Background: an optimization exercise with open tools, aiming at small area and a short achievable clock period. Do not read the settings as production practice.

==> flow/design.v (excerpt) <==
module iitb_proc (clk, reset, i_mem_addr, i_mem_data, reg1, reg2, reg3, reg4, reg5, reg6, reg7);
input clk, reset;
output [15:0] i_mem_addr;
input [15:0] i_mem_data;
output [15:0] reg1, reg2, reg3, reg4, reg5, reg6, reg7;
reg         first;               
reg  [15:0] irf, pc_f;           
reg  [4:0]  d_op;                
reg  [2:0]  d_ra, d_rc;
reg  [8:0]  d_imm;               
reg         d_cimm;
reg  [15:0] pc_d;
reg  [4:0]  e_op;                
reg  [2:0]  e_rc;
reg         e_alu, e_compl;
reg  [15:0] out_d1, out_d2, brj;
reg         sig1_q, sig2_q;
reg  [15:0] frm_q;
reg  [15:0] alu_q;               
reg  [5:0]  m_ei, m_oi;
reg         m_a0;
reg         m_wr, m_wb, m_alu;
reg         m_selo, m_sele, m_sela;    
reg  [2:0]  m_rc;
reg         fc, fz;
reg  [1:0]  wbdis;
reg  [15:0] rd_data;             
reg         w_wb, w_alu;
reg  [2:0]  w_rc;
reg  [15:0] R0;
reg  [15:0] R1, R2, R3, R4, R5, R6, R7;
assign i_mem_addr = R0;
assign reg1 = R1; assign reg2 = R2; assign reg3 = R3; assign reg4 = R4;
assign reg5 = R5; assign reg6 = R6; assign reg7 = R7;
always @(posedge clk or posedge reset)
	if (reset) begin
		first <= 1'b1;
		irf <= 16'd0;
	end else begin
		first <= 1'b0;
		irf <= first ? 16'd0 : i_mem_data;
	end
always @(posedge clk)
	pc_f <= R0;
wire [3:0] opc = irf[15:12];
wire [2:0] fn = irf[2:0];
wire d_hold = (opc == 4'b0010) && (fn[1:0] == 2'b11);
reg  [4:0] dn_op;
reg  [2:0] dn_ra, dn_rc;
reg        dn_cimm;
always @(*) begin
	dn_op = 5'd0;
	dn_ra = irf[11:9];
	dn_rc = irf[11:9];
	dn_cimm = 1'b0;
	case (opc)
	4'b0000: begin dn_op = 5'd0; dn_rc = irf[8:6]; dn_cimm = 1'b1; end
	4'b0001: begin
		dn_rc = irf[5:3];
		case (fn)
		3'b000: dn_op = 5'd1;
		3'b010: dn_op = 5'd2;
		3'b001: dn_op = 5'd3;
		3'b011: dn_op = 5'd4;
		3'b100: dn_op = 5'd5;
		3'b110: dn_op = 5'd6;
		3'b101: dn_op = 5'd7;
		default: dn_op = 5'd8;
		endcase
	end
	4'b0010: begin
		dn_rc = irf[5:3];
		case (fn)
		3'b000: dn_op = 5'd9;
		3'b010: dn_op = 5'd10;
		3'b001: dn_op = 5'd11;
		3'b100: dn_op = 5'd12;
		3'b110: dn_op = 5'd13;
		default: dn_op = 5'd14;
		endcase
	end
	4'b0011: begin dn_op = 5'd15; dn_ra = irf[8:6]; dn_cimm = 1'b1; end
	4'b0100: begin dn_op = 5'd16; dn_ra = irf[8:6]; dn_cimm = 1'b1; end
  ...
clock: 10.0 ns
lec_check: 0
abc_clock_period_in_ps: 3500
cap_margin: 20
core_margin: 2
core_utilization: 30
place_density: 0.4
slew_margin: 20
standard.sh (not shown) runs the stock make flow with config.mk's settings and CLKGATE_MAP_FILE= SYNTH_SCRIPT=/design/flow/synth_recipe.tcl, a recipe that flattens the netlist after the stock synthesis.
==> flow/flow/run.sh <==
#!/bin/bash
# Layout flow: the standard ORFS flow (standard synthesis unchanged), with
# timing repair aimed below the 10 ns period so that the achieved period is short.
set -euo pipefail
cd "$(dirname "$0")/.."
bash standard.sh SETUP_SLACK_MARGIN=6.5 finish > flow_orfs.log 2>&1
The first run finished with timing, DRC and antenna clean.
Edit:
--- a/flow/design.v
+++ b/flow/design.v
@@ -15,16 +15,15 @@
 reg         e_alu, e_compl;
 reg  [15:0] out_d1, out_d2, brj;
 reg         sig1_q, sig2_q;
 reg  [15:0] frm_q;
 reg  [15:0] alu_q;               
 reg  [5:0]  m_ei, m_oi;
 reg         m_a0;
-reg         m_wr, m_wb, m_alu;
-reg         m_selo, m_sele, m_sela;    
+reg         m_rd, m_wr, m_wb, m_alu;
 reg  [2:0]  m_rc;
 reg         fc, fz;
 reg  [1:0]  wbdis;
 reg  [15:0] rd_data;             
 reg         w_wb, w_alu;
 reg  [2:0]  w_rc;
 reg  [15:0] R0;
@@ -127,23 +126,20 @@
 	3'd0: rB = R0; 3'd1: rB = R1; 3'd2: rB = R2; 3'd3: rB = R3;
 	3'd4: rB = R4; 3'd5: rB = R5; 3'd6: rB = R6; default: rB = R7;
 	endcase
 end
 wire [15:0] alu_fwd;
 wire        f_upd = f_alu && (e_alu || m_alu || w_alu);
 wire [2:0]  fw_rc = w_alu ? w_rc : m_alu ? m_rc : e_rc;
+wire [15:0] fw_val = w_alu ? rd_data : m_alu ? alu_q : alu_fwd;
 wire        sig1 = f_upd ? (fw_rc == ra) : sig1_q;
 wire        sig2 = f_upd ? (fw_rc == rb) : sig2_q;
-wire        fw_e = f_upd && !w_alu && !m_alu;
-wire [15:0] frm_early = !f_upd ? frm_q : w_alu ? rd_data : alu_q;
-wire [15:0] frm = fw_e ? alu_fwd : frm_early;
-wire [15:0] d1_early = sig1 ? frm_early : f_jump ? pc_d + 16'd2 : rA;
-wire [15:0] d2_early = sig2 ? frm_early : f_sw ? rB + sext6 : d_cimm ? (f_lli ? zext9 : sext6) : rB;
-wire [15:0] d1n = (fw_e && sig1) ? alu_fwd : d1_early;
-wire [15:0] d2n = (fw_e && sig2) ? alu_fwd : d2_early;
+wire [15:0] frm = f_upd ? fw_val : frm_q;
+wire [15:0] d1n = sig1 ? frm : f_jump ? pc_d + 16'd2 : rA;
+wire [15:0] d2n = sig2 ? frm : f_sw ? rB + sext6 : d_cimm ? (f_lli ? zext9 : sext6) : rB;
 wire        bj;
 wire [15:0] pc_off = pc_d + {(f == 5'd23) ? zext9[14:0] : sext6[14:0], 1'b0};
 wire [15:0] r0n = first ? 16'd0 :
                   bj ? brj :
                   (f == 5'd23) ? pc_off :
                   (f == 5'd24) ? rB :
                   (f == 5'd25) ? rA + {zext9[14:0], 1'b0} :
@@ -190,15 +186,15 @@
 wire        x_cc = (x == 5'd2) || (x == 5'd6) || (x == 5'd10) || (x == 5'd13);
 wire        x_cz = (x == 5'd3) || (x == 5'd7) || (x == 5'd11) || (x == 5'd14);
 wire        x_unc = (x == 5'd0) || (x == 5'd1) || (x == 5'd4) || (x == 5'd5) || (x == 5'd8) ||
                     (x == 5'd9) || (x == 5'd12) || (x == 5'd15) || (x == 5'd16) ||
                     (x == 5'd23) || (x == 5'd24);
 wire        cin = ((x == 5'd4) || (x == 5'd8)) && fc;
 wire [15:0] opb = op2 ^ {16{e_compl}};
-wire [16:0] sum = {1'b0, op1} + {1'b0, opb} + {15'd0, e_compl & cin, e_compl ^ cin};
+wire [16:0] sum = {1'b0, op1} + {1'b0, opb} + {16'd0, e_compl} + {16'd0, cin};
 wire [15:0] opr2 = e_compl ? (~op2 + 16'd1) : op2;
 wire [15:0] nand_out = ~(op1 & opr2);
 assign alu_fwd = x_add ? sum[15:0] : nand_out;
 wire [15:0] alu_n = x_add ? sum[15:0] : x_nand ? nand_out :
                     ((x == 5'd15) || (x == 5'd16)) ? op2 : op1;
 wire        eq = (op1 == op2);
 wire        lt = (op1 < op2);
@@ -207,29 +203,28 @@
 wire        fc_n = (wbdis == 2'd0) ? (!e_compl && sum[16]) : fc;
 wire        fz_n = (wbdis != 2'd0) ? fz :
                    x_add ? (sum[15:0] == 16'd0) :
                    x_nand ? (nand_out == 16'd0) : fz;
 wire [6:0]  maddr = (x == 5'd16) ? sum[6:0] : op2[6:0];
 always @(posedge clk or posedge reset)
 	if (reset) begin
+		m_rd <= 1'b0;
 		m_wr <= 1'b0;
 		m_wb <= 1'b0;
 		m_alu <= 1'b0;
 		wbdis <= 2'd0;
 	end else begin
+		m_rd <= (x == 5'd16);
 		m_wr <= (x == 5'd17);
 		m_wb <= wb_n;
 		m_alu <= e_alu;
 		wbdis <= bj ? 2'd3 : x_jump ? 2'd2 : (wbdis != 2'd0) ? wbdis - 2'd1 : 2'd0;
 	end
 always @(posedge clk) begin
 	alu_q <= alu_n;
-	m_sele <= (x == 5'd16) && !maddr[0];
-	m_selo <= (x == 5'd16) && maddr[0];
-	m_sela <= (x != 5'd16);
 	m_a0 <= maddr[0];
 	m_oi <= maddr[6:1];
 	m_ei <= maddr[6:1] + {5'd0, maddr[0]};
 	m_rc <= e_rc;
 	fc <= fc_n;
 	fz <= fz_n;
 end
@@ -257,22 +252,21 @@
 	for (j = 0; j < 64; j = j + 1) begin : col
 		assign ecol[j] = ebank[8*j + b];
 		assign ocol[j] = obank[8*j + b];
 	end
 	assign rd_e[b] = |(ecol & dec_e);
 	assign rd_o[b] = |(ocol & dec_o);
 end endgenerate
-wire [15:0] rd_n = ({rd_o, rd_e} & {16{m_sele}}) | ({rd_e, rd_o} & {16{m_selo}}) |
-                   (alu_q & {16{m_sela}});
+wire [15:0] rd_n = m_a0 ? {rd_e, rd_o} : {rd_o, rd_e};
 always @(posedge clk or posedge reset)
 	if (reset) begin
 		w_wb <= 1'b0;
 		w_alu <= 1'b0;
 	end else begin
 		w_wb <= m_wb;
 		w_alu <= m_alu;
 	end
 always @(posedge clk) begin
-	rd_data <= rd_n;
+	rd_data <= m_rd ? rd_n : alu_q;
 	w_rc <= m_rc;
 end
 endmodule
Effect: The new run passed the timing, design-rule and antenna checks. Core utilization came out higher by 0.29 points. Via count came out lower slightly. Flip-flop and latch count came out lower by 2. Setup slack improved by 200 ps. Maximum frequency came out higher by a few percent. Cell count stays flat.
No run of this note included a check of the RTL's function; only the layout flow was run.

-- re-timing with driven ports --
No port has a modelled driver above. Below, the same layouts with a new extraction and two added sets of constraints.
Step 1 assumes that a clkbuf_16 drives the clock port and a buf_2 every other input.
Step 2 times the ports against the registers' clock, not the clock port: input delays grow and output delays shrink by t, the midpoint of the rising clock arrivals with the driver on.
Three values: ideal ports, drivers, drivers and shift; two values: the first two.
| run | t (ns) | slack for setup (ns) | hold slack, ns | worst register clock-pin slew, ns | pins driven straight from the clock port |
|---|---|---|---|---|---|
| the first run | 0.872 | 6.072 / 6.072 / 5.698 | 0.324 / 0.324 / 0.324 | 0.07 / 0.07 | 1 |
| the second run | 0.889 | 6.270 / 6.270 / 5.730 | 0.318 / 0.318 / 0.318 | 0.07 / 0.07 | 1 |
After both steps setup and hold are still met in every run listed. The setup slack of the second run, which loses most, moves by 0.000 ns with the drivers and by -0.540 ns with both steps.
